What follows belongs to an exercise in optimizing a design on an open flow for small area; a production flow would make more cautious choices. The RTL was checked by simulation tests, not by an equivalence proof against the original design.

==> run B <==
Design vga_char_86x32, start of the top module:
module vga_char_86x32 #(
    parameter VGA_CLK_DIV = 1
)(
    input  logic         clk, rst_n,
    output logic         hsync, vsync,
    output logic         red, green, blue,
    output logic         req,
    output logic [ 6:0]  reqx,
    output logic [ 4:0]  reqy,
    input  logic [ 6:0]  ascii
);
logic [9:0] h, v;
function automatic logic lt(input logic [9:0] a, input logic [9:0] c);
    logic r;
    integer i;
    r = 1'b0;
    for (i = 0; i < 10; i = i + 1)
        r = c[i] ? (~a[i] | r) : (~a[i] & r);
    lt = r;
endfunction
function automatic logic ge(input logic [9:0] a, input logic [9:0] c);
    ge = ~lt(a, c);
endfunction
logic       hold;
always @ (posedge clk or negedge rst_n)
    if (~rst_n) begin
        h    <= 10'd998;
        v    <= 10'd688;
        hold <= 1'b1;
    end else begin
        if (h == 10'd998) begin
            h <= 10'd0;
            v <= (v == 10'd688) ? 10'd0 : v + 10'd1;
        end else
            h <= h + 10'd1;
        if (h == 10'd3) hold <= 1'b0;
    end
wire [6:0] x  = h[9:3];
wire       act = lt(h, 10'd688) && lt(v, 10'd512);
assign req  = act && h[2:0] == 3'd0 && v[3:0] == 4'd0;
assign reqx = act ? x      : 7'd0;
assign reqy = act ? v[8:4] : 5'd0;
wire wr = act && h[2:0] == 3'd1 && v[3:0] == 4'd0;
wire ga = lt({3'd0, x}, 10'd37);
wire gb = ~ga && lt({3'd0, x}, 10'd74);
wire gc = ~ga && ~gb && lt({3'd0, x}, 10'd83);
wire gd = ~ga && ~gb && ~gc;
logic [37*7-1:0] ra, rb;
logic [ 9*7-1:0] rc;
logic [ 3*7-1:0] rd;
always @ (posedge clk) begin
    ra <= {ra[36*7-1:0], (wr && ga) ? ascii : ra[37*7-1 -: 7]};
  ...
==> module vga_char_86x32, before the edit <==
module vga_char_86x32 #(
    parameter VGA_CLK_DIV = 1
)(
    input  logic         clk, rst_n,
    output logic         hsync, vsync,
    output logic         red, green, blue,
    output logic         req,
    output logic [ 6:0]  reqx,
    output logic [ 4:0]  reqy,
    input  logic [ 6:0]  ascii
);
logic [9:0] h, v;
function automatic logic lt(input logic [9:0] a, input logic [9:0] c);
    logic r;
    integer i;
    r = 1'b0;
    for (i = 0; i < 10; i = i + 1)
        r = c[i] ? (~a[i] | r) : (~a[i] & r);
    lt = r;
endfunction
function automatic logic ge(input logic [9:0] a, input logic [9:0] c);
    ge = ~lt(a, c);
endfunction
logic       hold;
always @ (posedge clk or negedge rst_n)
    if (~rst_n) begin
        h    <= 10'd998;
        v    <= 10'd688;
        hold <= 1'b1;
    end else begin
        if (h == 10'd998) begin
            h <= 10'd0;
            v <= (v == 10'd688) ? 10'd0 : v + 10'd1;
        end else
            h <= h + 10'd1;
        if (h == 10'd3) hold <= 1'b0;
    end
wire [6:0] x  = h[9:3];
wire       act = lt(h, 10'd688) && lt(v, 10'd512);
assign req  = act && h[2:0] == 3'd0 && v[3:0] == 4'd0;
assign reqx = act ? x      : 7'd0;
assign reqy = act ? v[8:4] : 5'd0;
wire wr = act && h[2:0] == 3'd1 && v[3:0] == 4'd0;
wire ga = lt({3'd0, x}, 10'd37);
wire gb = ~ga && lt({3'd0, x}, 10'd74);
wire gc = ~ga && ~gb && lt({3'd0, x}, 10'd83);
wire gd = ~ga && ~gb && ~gc;
logic [37*7-1:0] ra, rb;
logic [ 9*7-1:0] rc;
logic [ 3*7-1:0] rd;
always @ (posedge clk) begin
    ra <= {ra[36*7-1:0], (wr && ga) ? ascii : ra[37*7-1 -: 7]};
    rb <= {rb[36*7-1:0], (wr && gb) ? ascii : rb[37*7-1 -: 7]};
    rc <= {rc[ 8*7-1:0], (wr && gc) ? ascii : rc[ 9*7-1 -: 7]};
    rd <= {rd[ 2*7-1:0], (wr && gd) ? ascii : rd[ 3*7-1 -: 7]};
end
logic [6:0] ch;
always @ (posedge clk)
    if (h[2:0] == 3'd3)
        ch <= ga ? ra[13:7] : gb ? rb[13:7] : gc ? rc[13:7] : rd[13:7];
wire pix;
glyph_rom u_rom(.c(ch), .y(v[3:0]), .xc(h[2:0]), .p(pix));
wire txt = ge(h, 10'd4) && lt(h, 10'd692) && lt(v, 10'd512);
wire hs = ge(h, 10'd751) && lt(h, 10'd879);
wire vs = ge(h, 10'd4) ? (ge(v, 10'd584) && lt(v, 10'd588)) : (ge(v, 10'd585) && lt(v, 10'd589));
wire hr = (ge(h, 10'd696) && lt(h, 10'd726)) || (ge(h, 10'd968) && lt(h, 10'd998));
wire hi = lt(h, 10'd726) || ge(h, 10'd968);
wire vr = (ge(v, 10'd516) && lt(v, 10'd546)) || (ge(v, 10'd654) && lt(v, 10'd684));
wire vi = lt(v, 10'd546) || ge(v, 10'd654);
wire vr1 = (ge(v, 10'd517) && lt(v, 10'd547)) || (ge(v, 10'd655) && lt(v, 10'd685));
wire border = lt(h, 10'd4) ? vr1 : ((hr && vi) || (vr && hi));
assign hsync = ~hold & ~hs;
assign vsync = ~hold & ~vs;
assign green = txt & pix;
assign blue  = txt & pix;
assign red   = (txt & pix) | border;
endmodule
export LEC_CHECK = 0
export CAP_MARGIN = 20
export CORE_MARGIN = 2
export CORE_UTILIZATION = 55
export CTS_BUF_LIST = sky130_fd_sc_hd__clkbuf_16
export CTS_CLUSTER_DIAMETER = 100
export CTS_CLUSTER_SIZE = 27
export GPL_TIMING_DRIVEN = 0
export SLEW_MARGIN = 20
export SYNTH_MEMORY_MAX_BITS = 32768
create_clock -name core_clock -period 20.0 [get_ports {clk}]
standard.sh (not shown) runs the stock make flow with config.mk's settings and CLKGATE_MAP_FILE= SYNTH_SCRIPT=/design/flow/synth_recipe.tcl, a recipe that flattens the netlist after the stock synthesis.
==> flow/flow/run.sh <==
#!/bin/bash
# Layout flow: the standard ORFS flow, except that synthesis maps the
# combinational logic with an area-oriented ABC script (flow/abc_area_map.script)
# instead of ORFS's delay-oriented one, and leaves adders to ABC rather than
# mapping them onto half/full-adder cells first (ADDER_MAP_FILE empty).  Everything else -- the Yosys front end,
# flip-flop mapping, register names, floorplan, placement, CTS, routing -- is
# the standard.sh unchanged, but for the port buffers, which are the
# smallest buffer cell.  Each tool's output goes to a log of its own.
set -euo pipefail
W=$PWD
F=$W/flow

# synth_recipe.tcl with one addition: Yosys's abc command gets our script.
{
  head -n 1 synth_recipe.tcl
  cat <<TCL
proc abc {args} {
  set i [lsearch -exact \$args -script]
  if {\$i >= 0} { lset args [expr {\$i + 1}] $F/abc_area_map.script }
  yosys abc {*}\$args
}
TCL
  tail -n +2 synth_recipe.tcl
} > $W/area_synth.tcl

bash standard.sh SYNTH_SCRIPT=$W/area_synth.tcl ADDER_MAP_FILE= synth > $W/synth.log 2>&1
bash standard.sh BUFFER_PORTS_ARGS="-buffer_cell sky130_fd_sc_hd__buf_1" finish > $W/layout.log 2>&1
test -s $W/out/final.def
==> flow/flow/abc_area_map.script <==
strash
&get -n
&dch
&nf -R 1000 -p -F 8 -A 4 -C 32
&put
strash
&get -n
&dch
&nf -R 1000 -p -F 8 -A 4 -C 32
&put
topo
==> inputs of run K, as changes to run B <==
--- a/flow/design.v
+++ b/flow/design.v
@@ -11,15 +11,4 @@
 );
 logic [9:0] h, v;
-function automatic logic lt(input logic [9:0] a, input logic [9:0] c);
-    logic r;
-    integer i;
-    r = 1'b0;
-    for (i = 0; i < 10; i = i + 1)
-        r = c[i] ? (~a[i] | r) : (~a[i] & r);
-    lt = r;
-endfunction
-function automatic logic ge(input logic [9:0] a, input logic [9:0] c);
-    ge = ~lt(a, c);
-endfunction
 logic       hold;
 always @ (posedge clk or negedge rst_n)
@@ -37,12 +26,12 @@
     end
 wire [6:0] x  = h[9:3];
-wire       act = lt(h, 10'd688) && lt(v, 10'd512);
+wire       act = (h < 10'd688) && (v < 10'd512);
 assign req  = act && h[2:0] == 3'd0 && v[3:0] == 4'd0;
 assign reqx = act ? x      : 7'd0;
 assign reqy = act ? v[8:4] : 5'd0;
 wire wr = act && h[2:0] == 3'd1 && v[3:0] == 4'd0;
-wire ga = lt({3'd0, x}, 10'd37);
-wire gb = ~ga && lt({3'd0, x}, 10'd74);
-wire gc = ~ga && ~gb && lt({3'd0, x}, 10'd83);
+wire ga = x < 7'd37;
+wire gb = ~ga && x < 7'd74;
+wire gc = ~ga && ~gb && x < 7'd83;
 wire gd = ~ga && ~gb && ~gc;
 logic [37*7-1:0] ra, rb;
@@ -61,13 +50,13 @@
 wire pix;
 glyph_rom u_rom(.c(ch), .y(v[3:0]), .xc(h[2:0]), .p(pix));
-wire txt = ge(h, 10'd4) && lt(h, 10'd692) && lt(v, 10'd512);
-wire hs = ge(h, 10'd751) && lt(h, 10'd879);
-wire vs = ge(h, 10'd4) ? (ge(v, 10'd584) && lt(v, 10'd588)) : (ge(v, 10'd585) && lt(v, 10'd589));
-wire hr = (ge(h, 10'd696) && lt(h, 10'd726)) || (ge(h, 10'd968) && lt(h, 10'd998));
-wire hi = lt(h, 10'd726) || ge(h, 10'd968);
-wire vr = (ge(v, 10'd516) && lt(v, 10'd546)) || (ge(v, 10'd654) && lt(v, 10'd684));
-wire vi = lt(v, 10'd546) || ge(v, 10'd654);
-wire vr1 = (ge(v, 10'd517) && lt(v, 10'd547)) || (ge(v, 10'd655) && lt(v, 10'd685));
-wire border = lt(h, 10'd4) ? vr1 : ((hr && vi) || (vr && hi));
+wire txt = (h >= 10'd4) && (h < 10'd692) && (v < 10'd512);
+wire hs = (h >= 10'd751) && (h < 10'd879);
+wire vs = (h >= 10'd4) ? (v >= 10'd584 && v < 10'd588) : (v >= 10'd585 && v < 10'd589);
+wire hr = (h >= 10'd696 && h < 10'd726) || (h >= 10'd968 && h < 10'd998);
+wire hi = (h < 10'd726) || (h >= 10'd968);
+wire vr = (v >= 10'd516 && v < 10'd546) || (v >= 10'd654 && v < 10'd684);
+wire vi = (v < 10'd546) || (v >= 10'd654);
+wire vr1 = (v >= 10'd517 && v < 10'd547) || (v >= 10'd655 && v < 10'd685);
+wire border = (h < 10'd4) ? vr1 : ((hr && vi) || (vr && hi));
 assign hsync = ~hold & ~hs;
 assign vsync = ~hold & ~vs;
--- a/flow/flow/run.sh
+++ b/flow/flow/run.sh
@@ -2,6 +2,5 @@
 # Layout flow: the standard ORFS flow, except that synthesis maps the
 # combinational logic with an area-oriented ABC script (flow/abc_area_map.script)
-# instead of ORFS's delay-oriented one, and leaves adders to ABC rather than
-# mapping them onto half/full-adder cells first (ADDER_MAP_FILE empty).  Everything else -- the Yosys front end,
+# instead of ORFS's delay-oriented one.  Everything else -- the Yosys front end,
 # flip-flop mapping, register names, floorplan, placement, CTS, routing -- is
 # the standard.sh unchanged, but for the port buffers, which are the
@@ -24,5 +23,5 @@
 } > $W/area_synth.tcl
 
-bash standard.sh SYNTH_SCRIPT=$W/area_synth.tcl ADDER_MAP_FILE= synth > $W/synth.log 2>&1
+bash standard.sh SYNTH_SCRIPT=$W/area_synth.tcl synth > $W/synth.log 2>&1
 bash standard.sh BUFFER_PORTS_ARGS="-buffer_cell sky130_fd_sc_hd__buf_1" finish > $W/layout.log 2>&1
 test -s $W/out/final.def
CAP_MARGIN = 10   (was 20)
SLEW_MARGIN = 10   (was 20)
==> comparison table <==
metric                                                              run B                    run K
Run status                                        complete, no violations  complete, no violations
Worst slack at placement                                         10.13 ns                 9.083 ns
Combined flip-flop and latch cell area                        0.01281 mm²              0.01281 mm²
Compound-Gate Fraction of Synth Area                               0.1212                   0.1171
Wire length after detailed routing                               55.49 mm                 55.66 mm
End of the critical path                                              red                    green
Detailed placer's ending HPWL                                    36.41 mm                 36.16 mm
Routed metal-1 wire length                                       21.89 mm                 21.80 mm
Sequential fraction of total cell area                             0.6833                   0.6740
Final-stage net count                                                1470                     1538
Highest Signal Layer                                                 met5                     met4
Fraction of area in clock buffers and inverters                   0.03878                  0.03892
Xor and xnor fraction of the mapped netlist area                 0.003569                 0.005493
TAP cells                                                             396                      402
Post-layout min period                                           10.96 ns                 12.15 ns
Antenna violations before repair                                        5                        0
GRT Util Overall                                                   0.3387                   0.3355
Hold path endpoint                                                 ra[98]                  ra[115]
Critical hold path startpoint                                      ra[91]                  ra[108]
Met3 wirelength from detailed routing                            5.548 mm                 6.114 mm
Post-Synth Adder-Cell Area                                              0                  0.01998
Total via count after detailed routing                              12090                    12130
Switching Fraction                                                 0.1928                   0.1940
Max stage delay on crit path                                      1.13 ns                  1.03 ns

port drivers added, routing unchanged:
No port has a modelled driver above. Below, the same layouts with a new extraction and two added sets of constraints.
Step 1, drivers: a clkbuf_16 drives clk and a buf_2 each remaining input, both assumed.
Step 2 times the ports against the registers' clock, not the clock port: input delays grow and output delays shrink by t, the midpoint of the rising clock arrivals with the driver on.
Three values: no drivers, after step 1, after step 2; two values: the first two.
| run | t, ns | slack for setup (ns) | worst slew at a driven data input, ns |
|---|---|---|---|
| run B | 0.629 | 9.037 / 8.978 / 9.607 | 0.07 |
| run K | 0.635 | 7.852 / 7.793 / 8.429 | 0.06 |
After both steps setup and hold are still met in every run listed.
